This design comes from an exercise in tuning for small area on the open sky130 flow, not from production work. Where RTL was checked, it was by simulation tests only, not by an equivalence proof against the original. Power figures rest on the tool's default switching activity, not on a simulated workload.

==> flow/design.v (excerpt) <==
module dma_module #(
	parameter DATA_SIZE = 1280 * 720 * 3 / 8,
	parameter DATA_SIZE_LOG = 19,
	parameter BURST_SIZE = 16,
	parameter BURST_NUM = DATA_SIZE / BURST_SIZE
)
(
	input					read_active,
	input		[31:0]		read_address,
	output	reg				read_idle,
	input					write_active,
	input		[31:0]		write_address,
	output 	reg 			write_idle,
	output		[3:0]		rw_resp,
	input					m_axi_acp_aclk,
	input					axi_resetn,
	output	reg	[31:0]		m_axi_acp_araddr,
	output	reg				m_axi_acp_arvalid,
	input					m_axi_acp_arready,
	input		[2:0]		m_axi_acp_rid,
	input		[63:0]		m_axi_acp_rdata,
	input		[1:0]		m_axi_acp_rresp,
	input					m_axi_acp_rlast,
	input					m_axi_acp_rvalid,
	output					m_axi_acp_rready,
	output	reg	[31:0]		m_axi_acp_awaddr,
	output	reg				m_axi_acp_awvalid,
	input					m_axi_acp_awready,
	output		[63:0]		m_axi_acp_wdata,
	output					m_axi_acp_wlast,
	output					m_axi_acp_wvalid,
	input					m_axi_acp_wready,
	input		[2:0]		m_axi_acp_bid,
	input		[1:0]		m_axi_acp_bresp,
	input		[4:0]		m_axi_acp_buser,
	input					m_axi_acp_bvalid,
	output	reg				m_axi_acp_bready,
	output		[63:0]		mm2s_data,
	output					mm2s_valid,
	input					mm2s_ready,
	input		[63:0]		s2mm_data,
	input					s2mm_valid,
	output					s2mm_ready
);
Size: about 560 cells after synthesis, about 6000 µm² of cells after synthesis.
export LEC_CHECK = 0
export CAP_MARGIN = 20
export CORE_MARGIN = 2
export CORE_UTILIZATION = 60
export SLEW_MARGIN = 20
export BUFFER_PORTS_ARGS = -buffer_cell sky130_fd_sc_hd__buf_1
export CTS_ARGS = -sink_clustering_enable -repair_clock_nets -dont_use_dummy_load -buf_list {sky130_fd_sc_hd__clkbuf_4} -sink_clustering_size 30 -sink_clustering_max_diameter 100
create_clock -name core_clock -period 2.5 [get_ports {m_axi_acp_aclk}]
standard.sh (not shown) runs the stock make flow with config.mk's settings and CLKGATE_MAP_FILE= SYNTH_SCRIPT=/design/flow/synth_recipe.tcl, a recipe that flattens the netlist after the stock synthesis.
==> flow/flow/run.sh <==
#!/bin/bash
set -euo pipefail
cd "$(dirname "$0")/.."
cat >> config.mk <<'MK'
export BUFFER_PORTS_ARGS = -buffer_cell sky130_fd_sc_hd__buf_1
export CTS_ARGS = -sink_clustering_enable -repair_clock_nets -dont_use_dummy_load -buf_list {sky130_fd_sc_hd__clkbuf_4} -sink_clustering_size 30 -sink_clustering_max_diameter 100
MK
bash standard.sh > standard.log 2>&1
The first run never finished: it broke off in 3_2_place_iop (PPL-0024).
==> next run, changes <==
--- a/flow/config.mk
+++ b/flow/config.mk
@@ -6,8 +6,10 @@
 export NUM_CORES = 4
 export LEC_CHECK = 0
-export CAP_MARGIN = 20
+export CAP_MARGIN = 0
 export CORE_MARGIN = 2
-export CORE_UTILIZATION = 60
-export SLEW_MARGIN = 20
+export CORE_UTILIZATION = 40
+export GPL_ROUTABILITY_DRIVEN = 0
+export GPL_TIMING_DRIVEN = 0
+export SLEW_MARGIN = 0
 export BUFFER_PORTS_ARGS = -buffer_cell sky130_fd_sc_hd__buf_1
 export CTS_ARGS = -sink_clustering_enable -repair_clock_nets -dont_use_dummy_load -buf_list {sky130_fd_sc_hd__clkbuf_4} -sink_clustering_size 30 -sink_clustering_max_diameter 100
Now the flow passed the timing, design-rule and antenna checks. Synthesized cell count is unchanged. Area after synthesis is unchanged.
==> next run, changes <==
==> flow/config.mk (replaced) <==
export PLATFORM = sky130hd
export DESIGN_NAME = dma_module
export DESIGN_NICKNAME = dma_module
export VERILOG_FILES = /design/flow/design.v
export SDC_FILE = /design/flow/constraint.sdc
export NUM_CORES = 4
export LEC_CHECK = 0
export CAP_MARGIN = 20
export CORE_MARGIN = 2
export CORE_UTILIZATION = 75
export SLEW_MARGIN = 20
export BUFFER_PORTS_ARGS = -buffer_cell sky130_fd_sc_hd__buf_1
export CTS_ARGS = -sink_clustering_enable -repair_clock_nets -dont_use_dummy_load -buf_list {sky130_fd_sc_hd__clkbuf_4} -sink_clustering_size 30 -sink_clustering_max_diameter 100
What happened: This time the run died in 3_2_place_iop with PPL-0024; synthesized cell count is unchanged; area after synthesis stays the same.
==> next run, changes <==
--- a/flow/config.mk
+++ b/flow/config.mk
@@ -8,5 +8,5 @@
 export CAP_MARGIN = 20
 export CORE_MARGIN = 2
-export CORE_UTILIZATION = 75
+export CORE_UTILIZATION = 40
 export SLEW_MARGIN = 20
 export BUFFER_PORTS_ARGS = -buffer_cell sky130_fd_sc_hd__buf_1
Result: The new run produced a clean layout; area after synthesis does not change; synthesized cell count is unchanged.
No functional check of the RTL was part of any run of this note.

========
Setup of run 1:
The RTL this note starts from:
==> flow/design.v <==
module dma_module #(
	parameter DATA_SIZE = 1280 * 720 * 3 / 8,
	parameter DATA_SIZE_LOG = 19,
	parameter BURST_SIZE = 16,
	parameter BURST_NUM = DATA_SIZE / BURST_SIZE
)
(
	input					read_active,
	input		[31:0]		read_address,
	output	reg				read_idle,
	input					write_active,
	input		[31:0]		write_address,
	output 	reg 			write_idle,
	output		[3:0]		rw_resp,
	input					m_axi_acp_aclk,
	input					axi_resetn,
	output	reg	[31:0]		m_axi_acp_araddr,
	output	reg				m_axi_acp_arvalid,
	input					m_axi_acp_arready,
	input		[2:0]		m_axi_acp_rid,
	input		[63:0]		m_axi_acp_rdata,
	input		[1:0]		m_axi_acp_rresp,
	input					m_axi_acp_rlast,
	input					m_axi_acp_rvalid,
	output					m_axi_acp_rready,
	output	reg	[31:0]		m_axi_acp_awaddr,
	output	reg				m_axi_acp_awvalid,
	input					m_axi_acp_awready,
	output		[63:0]		m_axi_acp_wdata,
	output					m_axi_acp_wlast,
	output					m_axi_acp_wvalid,
	input					m_axi_acp_wready,
	input		[2:0]		m_axi_acp_bid,
	input		[1:0]		m_axi_acp_bresp,
	input		[4:0]		m_axi_acp_buser,
	input					m_axi_acp_bvalid,
	output	reg				m_axi_acp_bready,
	output		[63:0]		mm2s_data,
	output					mm2s_valid,
	input					mm2s_ready,
	input		[63:0]		s2mm_data,
	input					s2mm_valid,
	output					s2mm_ready
);
	localparam [9:0] BN_HI = BURST_NUM / 32;
	reg	[DATA_SIZE_LOG-1:0]	rdata_count;
	reg						rdata_ch_active;
	reg	[4:0]				rdata_addr_count;
	reg	[DATA_SIZE_LOG-1:0]	wdata_count;
	reg						wdata_ch_active;
	reg	[1:0]				bresp;
	assign rw_resp = {m_axi_acp_rresp, bresp};
	wire ar_hs = m_axi_acp_arvalid & m_axi_acp_arready;
	wire r_beat = m_axi_acp_rready & m_axi_acp_rvalid;
	wire r_last = r_beat & m_axi_acp_rlast;
	wire aw_hs = m_axi_acp_awvalid & m_axi_acp_awready;
	wire w_beat = m_axi_acp_wvalid & m_axi_acp_wready;
	wire [9:0] r_ah = rdata_count[18:9];
	wire [4:0] r_al = rdata_count[8:4];
	wire r_ah_mid = (r_ah[9:1] == BN_HI[9:1]);
	wire r_done = r_ah_mid & r_ah[0] & (r_al == 5'd0);
	wire r_cnt_zero = (rdata_addr_count == 5'd0);
	wire r_sum_hit = r_ah_mid & (r_ah[0] == r_cnt_zero) & (((r_al + rdata_addr_count) & 5'h1f) == 5'd0);
	always @(posedge m_axi_acp_aclk) begin
		if (read_active)
			m_axi_acp_araddr <= read_address;
		else
			m_axi_acp_araddr[31:7] <= m_axi_acp_araddr[31:7] + ar_hs;
	end
	always @(posedge m_axi_acp_aclk) begin
		if (~axi_resetn)
			rdata_addr_count <= 0;
		else if (ar_hs & ~r_last)
			rdata_addr_count <= rdata_addr_count + 1;
		else if (~ar_hs & r_last)
			rdata_addr_count <= rdata_addr_count - 1;
	end
	always @(posedge m_axi_acp_aclk) begin
		if (~axi_resetn)
			m_axi_acp_arvalid <= 0;
		else
			m_axi_acp_arvalid <= ~read_idle & ~(&rdata_addr_count) & ~r_sum_hit;
	end
	always @(posedge m_axi_acp_aclk) begin
		if (~axi_resetn)
			rdata_ch_active <= 0;
		else
			rdata_ch_active <= ~r_cnt_zero;
	end
	always @(posedge m_axi_acp_aclk) begin
		if (~axi_resetn)
			read_idle <= 1;
		else if (r_done)
			read_idle <= 1;
		else if (read_active)
			read_idle <= 0;
	end
	always @(posedge m_axi_acp_aclk) begin
		if (~axi_resetn)
			rdata_count <= 0;
		else
			rdata_count <= rdata_count + r_beat;
	end
	assign mm2s_data = m_axi_acp_rdata;
	assign m_axi_acp_rready = mm2s_ready & rdata_ch_active;
	assign mm2s_valid = m_axi_acp_rvalid & rdata_ch_active;
	wire w_done = (wdata_count[18:4] == BURST_NUM);
	assign m_axi_acp_wlast = &wdata_count[3:0];
	always @(posedge m_axi_acp_aclk) begin
		if (write_active)
			m_axi_acp_awaddr <= write_address;
		else
			m_axi_acp_awaddr[31:10] <= m_axi_acp_awaddr[31:10] + aw_hs;
	end
	always @(posedge m_axi_acp_aclk) begin
		if (~axi_resetn)
			m_axi_acp_awvalid <= 0;
		else
			m_axi_acp_awvalid <= ~aw_hs & ~wdata_ch_active & ((wdata_count[3:0] == 0) | write_active) & ~write_idle;
	end
	always @(posedge m_axi_acp_aclk) begin
		if (~axi_resetn)
			wdata_ch_active <= 0;
		else if (aw_hs)
			wdata_ch_active <= 1;
		else if (w_beat)
			wdata_ch_active <= ~m_axi_acp_wlast;
	end
	always @(posedge m_axi_acp_aclk) begin
		if (~axi_resetn)
			write_idle <= 1;
		else if (w_done)
			write_idle <= 1;
		else if (write_active)
			write_idle <= 0;
	end
	always @(posedge m_axi_acp_aclk) begin
		if (~axi_resetn)
			wdata_count <= 0;
		else
			wdata_count <= wdata_count + w_beat;
	end
	assign m_axi_acp_wdata = s2mm_data;
	assign m_axi_acp_wvalid = s2mm_valid & wdata_ch_active;
	assign s2mm_ready = m_axi_acp_wready & wdata_ch_active;
	always @(posedge m_axi_acp_aclk) begin
		if (~axi_resetn)
			m_axi_acp_bready <= 0;
		else
			m_axi_acp_bready <= w_beat & m_axi_acp_wlast;
	end
	always @(posedge m_axi_acp_aclk) begin
		if (~axi_resetn)
			bresp <= 0;
		else if (w_beat)
			bresp <= m_axi_acp_bresp;
	end
endmodule
Settings: LEC_CHECK=0, CAP_MARGIN=20, CORE_MARGIN=2, CORE_UTILIZATION=40, SLEW_MARGIN=20, BUFFER_PORTS_ARGS=-buffer_cell sky130_fd_sc_hd__buf_1, CTS_ARGS=-sink_clustering_enable -repair_clock_nets -dont_use_dummy_load -buf_list {sky130_fd_sc_hd__clkbuf_4} -sink_clustering_size 30 -sink_clustering_max_diameter 100; clock period 2.5 ns.
Scripts as last shown in full above: flow/flow/run.sh
Run 1 finished every step from synthesis to the final layout, and the layout passed the timing, design-rule and antenna checks.
[inputs] run 2 vs run 1
# run 1
export LEC_CHECK = 0
export CAP_MARGIN = 20
export CORE_MARGIN = 2
export CORE_UTILIZATION = 40
export SLEW_MARGIN = 20
export BUFFER_PORTS_ARGS = -buffer_cell sky130_fd_sc_hd__buf_1
export CTS_ARGS = -sink_clustering_enable -repair_clock_nets -dont_use_dummy_load -buf_list {sky130_fd_sc_hd__clkbuf_4} -sink_clustering_size 30 -sink_clustering_max_diameter 100
create_clock -name core_clock -period 2.5 [get_ports {m_axi_acp_aclk}]
# run 2
export LEC_CHECK = 0
export CAP_MARGIN = 20
export CORE_MARGIN = 2
export CORE_UTILIZATION = 40
export SLEW_MARGIN = 20
export BUFFER_PORTS_ARGS = -buffer_cell sky130_fd_sc_hd__buf_1
export CTS_ARGS = -sink_clustering_enable -repair_clock_nets -dont_use_dummy_load
create_clock -name core_clock -period 2.5 [get_ports {m_axi_acp_aclk}]
==> flow/flow/run.sh <==
#!/bin/bash
# Standard ORFS layout, with small port buffers and a lighter clock tree.
set -euo pipefail
cd "$(dirname "$0")/.."
cat >> config.mk <<'MK'
export BUFFER_PORTS_ARGS = -buffer_cell sky130_fd_sc_hd__buf_1
export CTS_ARGS = -sink_clustering_enable -repair_clock_nets -dont_use_dummy_load
MK
bash standard.sh > standard.log 2>&1
Findings:
Between run 1 and run 2, the difference in maximum frequency is negligible. Diff run 1 -> run 2: tightest hold margin +0.12 ns, first-pass GRT wire length went up about 0.5%, worst setup slack stayed essentially flat, multi-input combinational area share lost 1.9 points. Where clock skew after layout is concerned, run 1 is outperformed by run 2. In the metrics for run 1 and run 2, the one carrying the lower met1 wire length is run 1. Summary of run 2 over run 1: met1 track demand over resource went up; internal portion of total power now larger.
## Diff of input files: run 3 against run 2
# run 2
export LEC_CHECK = 0
export CAP_MARGIN = 20
export CORE_MARGIN = 2
export CORE_UTILIZATION = 40
export SLEW_MARGIN = 20
export BUFFER_PORTS_ARGS = -buffer_cell sky130_fd_sc_hd__buf_1
export CTS_ARGS = -sink_clustering_enable -repair_clock_nets -dont_use_dummy_load
create_clock -name core_clock -period 2.5 [get_ports {m_axi_acp_aclk}]
# run 3
export LEC_CHECK = 0
export CAP_MARGIN = 20
export CORE_MARGIN = 2
export CORE_UTILIZATION = 40
export SLEW_MARGIN = 20
export BUFFER_PORTS_ARGS = -buffer_cell sky130_fd_sc_hd__buf_1
export CTS_ARGS = -sink_clustering_enable -repair_clock_nets -dont_use_dummy_load -buf_list {sky130_fd_sc_hd__clkbuf_2 sky130_fd_sc_hd__clkbuf_4 sky130_fd_sc_hd__clkbuf_8}
create_clock -name core_clock -period 2.5 [get_ports {m_axi_acp_aclk}]
==> flow/flow/run.sh <==
#!/bin/bash
set -euo pipefail
cd "$(dirname "$0")/.."
cat >> config.mk <<'MK'
export BUFFER_PORTS_ARGS = -buffer_cell sky130_fd_sc_hd__buf_1
export CTS_ARGS = -sink_clustering_enable -repair_clock_nets -dont_use_dummy_load -buf_list {sky130_fd_sc_hd__clkbuf_2 sky130_fd_sc_hd__clkbuf_4 sky130_fd_sc_hd__clkbuf_8}
MK
bash standard.sh > standard.log 2>&1
--- outcome ---
Looking at critical path depth, run 3 sits 1 below run 2.
Compare run 2 and run 3 | power lower: run 3
Wire length delta (run 3 -> run 2): insignificant
The higher area growth from synthesis to final layout of run 2 and run 3 is in run 2.
Diff run 3..run 2 | number of enable flip-flop cells after synthesis | unchanged
[compare] base=run 2 new=run 3: clock network power share moved down; period utilization went up.
Clock latency reported for the late side of the worst-skew pair (run 3 over run 2): increase, 0.03 ns
Clock network power consumption ends up higher on run 2.
The faster design of the two is run 2; run 3 tops out lower.
Any difference in non-clock buffer count between run 3 and run 2 is small enough to ignore.
No run of this note included a check of the RTL's function; only the layout flow was run.

========
== wip/nickel ==
Another version of the RTL of dma_module (not shown whole).
Size in the first run: roughly 120 flip-flops, about 430 I/O pins, roughly 5800 um^2 of cells after synthesis.
Settings: LEC_CHECK=0, CAP_MARGIN=20, CORE_MARGIN=2, CORE_UTILIZATION=40, PLACE_DENSITY=0.4, SLEW_MARGIN=20, BUFFER_PORTS_ARGS=-buffer_cell sky130_fd_sc_hd__buf_1, CTS_ARGS=-sink_clustering_enable -repair_clock_nets -dont_use_dummy_load -buf_list {sky130_fd_sc_hd__clkbuf_4} -sink_clustering_size 30 -sink_clustering_max_diameter 100; clock period 2.5 ns.
==> flow/flow/run.sh <==
#!/bin/bash
# The standard ORFS layout, with three changes:
#  - ABC maps the logic with an area-oriented script (flow/abc_map.script)
#    instead of ORFS's speed script; the rest of the synthesis is unchanged
#  - the port buffers are the smallest buffer, sky130_fd_sc_hd__buf_1
#  - CTS uses clkbuf_4 only and no dummy loads
set -euo pipefail
cd "$(dirname "$0")/.."
W=$PWD
cat >> config.mk <<'MK'
export BUFFER_PORTS_ARGS = -buffer_cell sky130_fd_sc_hd__buf_1
export CTS_ARGS = -sink_clustering_enable -repair_clock_nets -dont_use_dummy_load -buf_list {sky130_fd_sc_hd__clkbuf_4} -sink_clustering_size 30 -sink_clustering_max_diameter 100
MK
# synthesis with a copy of ORFS's scripts whose ABC script is replaced
rm -rf "$W/scripts_abc"
cp -r "$FLOW_HOME/scripts" "$W/scripts_abc"
cp "$W/flow/abc_map.script" "$W/scripts_abc/abc_speed.script"
sed "s#^make #make SCRIPTS_DIR=$W/scripts_abc #" standard.sh > synth.sh
bash synth.sh synth > synth.log 2>&1
# the rest of the layout, as the standard flow
bash standard.sh > standard.log 2>&1
==> flow/flow/abc_map.script <==
strash
dc2
dch -f
amap
topo
stime -c
wip/nickel did not stop at any stage, and its layout met the timing, design-rule and antenna checks.
What wip/yarrow does differently from wip/nickel at the input level:
- clearing PLACE_DENSITY, which used to be 0.4
Results
wip/nickel: full flow OK, the timing, design-rule and antenna checks passed. wip/yarrow reached the end of the flow, and the finished layout is clean on the timing, design-rule and antenna checks. Worst slack at placement delta (wip/yarrow − wip/nickel): unfavourable. wip/yarrow and wip/nickel ended up with nearly the same total power. Per the comparison of wip/yarrow with wip/nickel, share of the final layout cell area in multi-input gates did not really move, critical path data required time did not really move.
For wip/tundra, these inputs were changed with respect to wip/yarrow:
- putting PLACE_DENSITY at 0.3 where nothing was set
### Flow results
- In wip/tundra the via count of the first global-routing pass turned out about 1.6% higher than in wip/yarrow.
- Looking at met1 track demand over resource, wip/tundra sits above wip/yarrow.
- On share of the final layout cell area in sequential cells, wip/tundra and wip/yarrow are basically level.
- wdata_count[17] as the capture point of the worst path was reported by wip/tundra, and m_axi_acp_araddr[30] by wip/yarrow.
- Compared with wip/yarrow, in wip/tundra insertion delay to the later sink of the worst-skew pair was more or less identical; fraction of power spent switching nets was more or less identical; utilization moved down; met2 usage climbed 5.4 points; instance area after placement flat.
- Fraction of power consumed by combinational cells delta (wip/tundra -> wip/yarrow): insignificant
Setup changes, wip/tundra to wip/umber
- PLACE_DENSITY: 0.3 -> 0.6
## What came out
The lower vias per cell of wip/umber and wip/tundra is in wip/tundra.
As of wip/umber, maximum resistive drop on vdd had fallen by more than 10% compared to wip/tundra.
NOTE maximum frequency wip/tundra->wip/umber decreased slightly
In wip/umber the met3 track demand over resource in global routing turned out 9.6 points lower than in wip/tundra.
Going from wip/tundra to wip/umber, post-route clock period utilization went up; clock group share of total power went down; setup slack went down; non-clock buffer count went up; global-route usage went down.
~same clock-cell share of area in wip/umber and wip/tundra
wip/umber reports its master of the slowest instance on the critical path as sky130_fd_sc_hd__dfxtp_2 while wip/tundra reports sky130_fd_sc_hd__dfxtp_1.

what the ideal ports hide:
No port has a modelled driver above. Below, the same layouts with a new extraction and two added sets of constraints.
Step 1 assumes that a clkbuf_16 drives the clock port and a buf_2 every other input.
Step 2 times the ports against the registers' clock, not the clock port: input delays grow and output delays shrink by t, the midpoint of the rising clock arrivals with the driver on.
Three values: ideal, step 1, step 2; two values: the first two.
| run | t (ns) | slack for setup (ns) | hold WS [ns] | worst setup path after step 2 | cell pins on the clock port's net |
|---|---|---|---|---|---|
| the second run of note 1 | 0.517 | 0.242 / 0.242 / 0.047 | 0.176 / 0.183 / 0.497 | input to register | 1 |
| the fourth run of note 1 | 0.530 | 0.273 / 0.273 / 0.067 | 0.132 / 0.132 / 0.501 | input to register | 1 |
| run 1 | 0.540 | 0.448 / 0.448 / 0.169 | 0.144 / 0.145 / 0.489 | input to register | 1 |
| run 2 | 0.441 | 0.448 / 0.448 / 0.158 | 0.262 / 0.255 / 0.485 | input to register | 1 |
| run 3 | 0.458 | 0.422 / 0.422 / 0.158 | 0.238 / 0.231 / 0.486 | input to register | 1 |
| wip/nickel | 0.529 | 0.273 / 0.273 / 0.101 | 0.156 / 0.154 / 0.456 | input to register | 1 |
| wip/yarrow | 0.530 | 0.230 / 0.230 / 0.022 | 0.157 / 0.162 / 0.467 | input to register | 1 |
| wip/tundra | 0.529 | 0.273 / 0.273 / 0.101 | 0.156 / 0.154 / 0.456 | input to register | 1 |
| wip/umber | 0.530 | 0.230 / 0.230 / 0.022 | 0.157 / 0.162 / 0.467 | input to register | 1 |
After both steps every run listed still meets setup and hold. The setup slack of run 2, which loses most, moves by 0.000 ns with the drivers and by -0.290 ns with both steps.
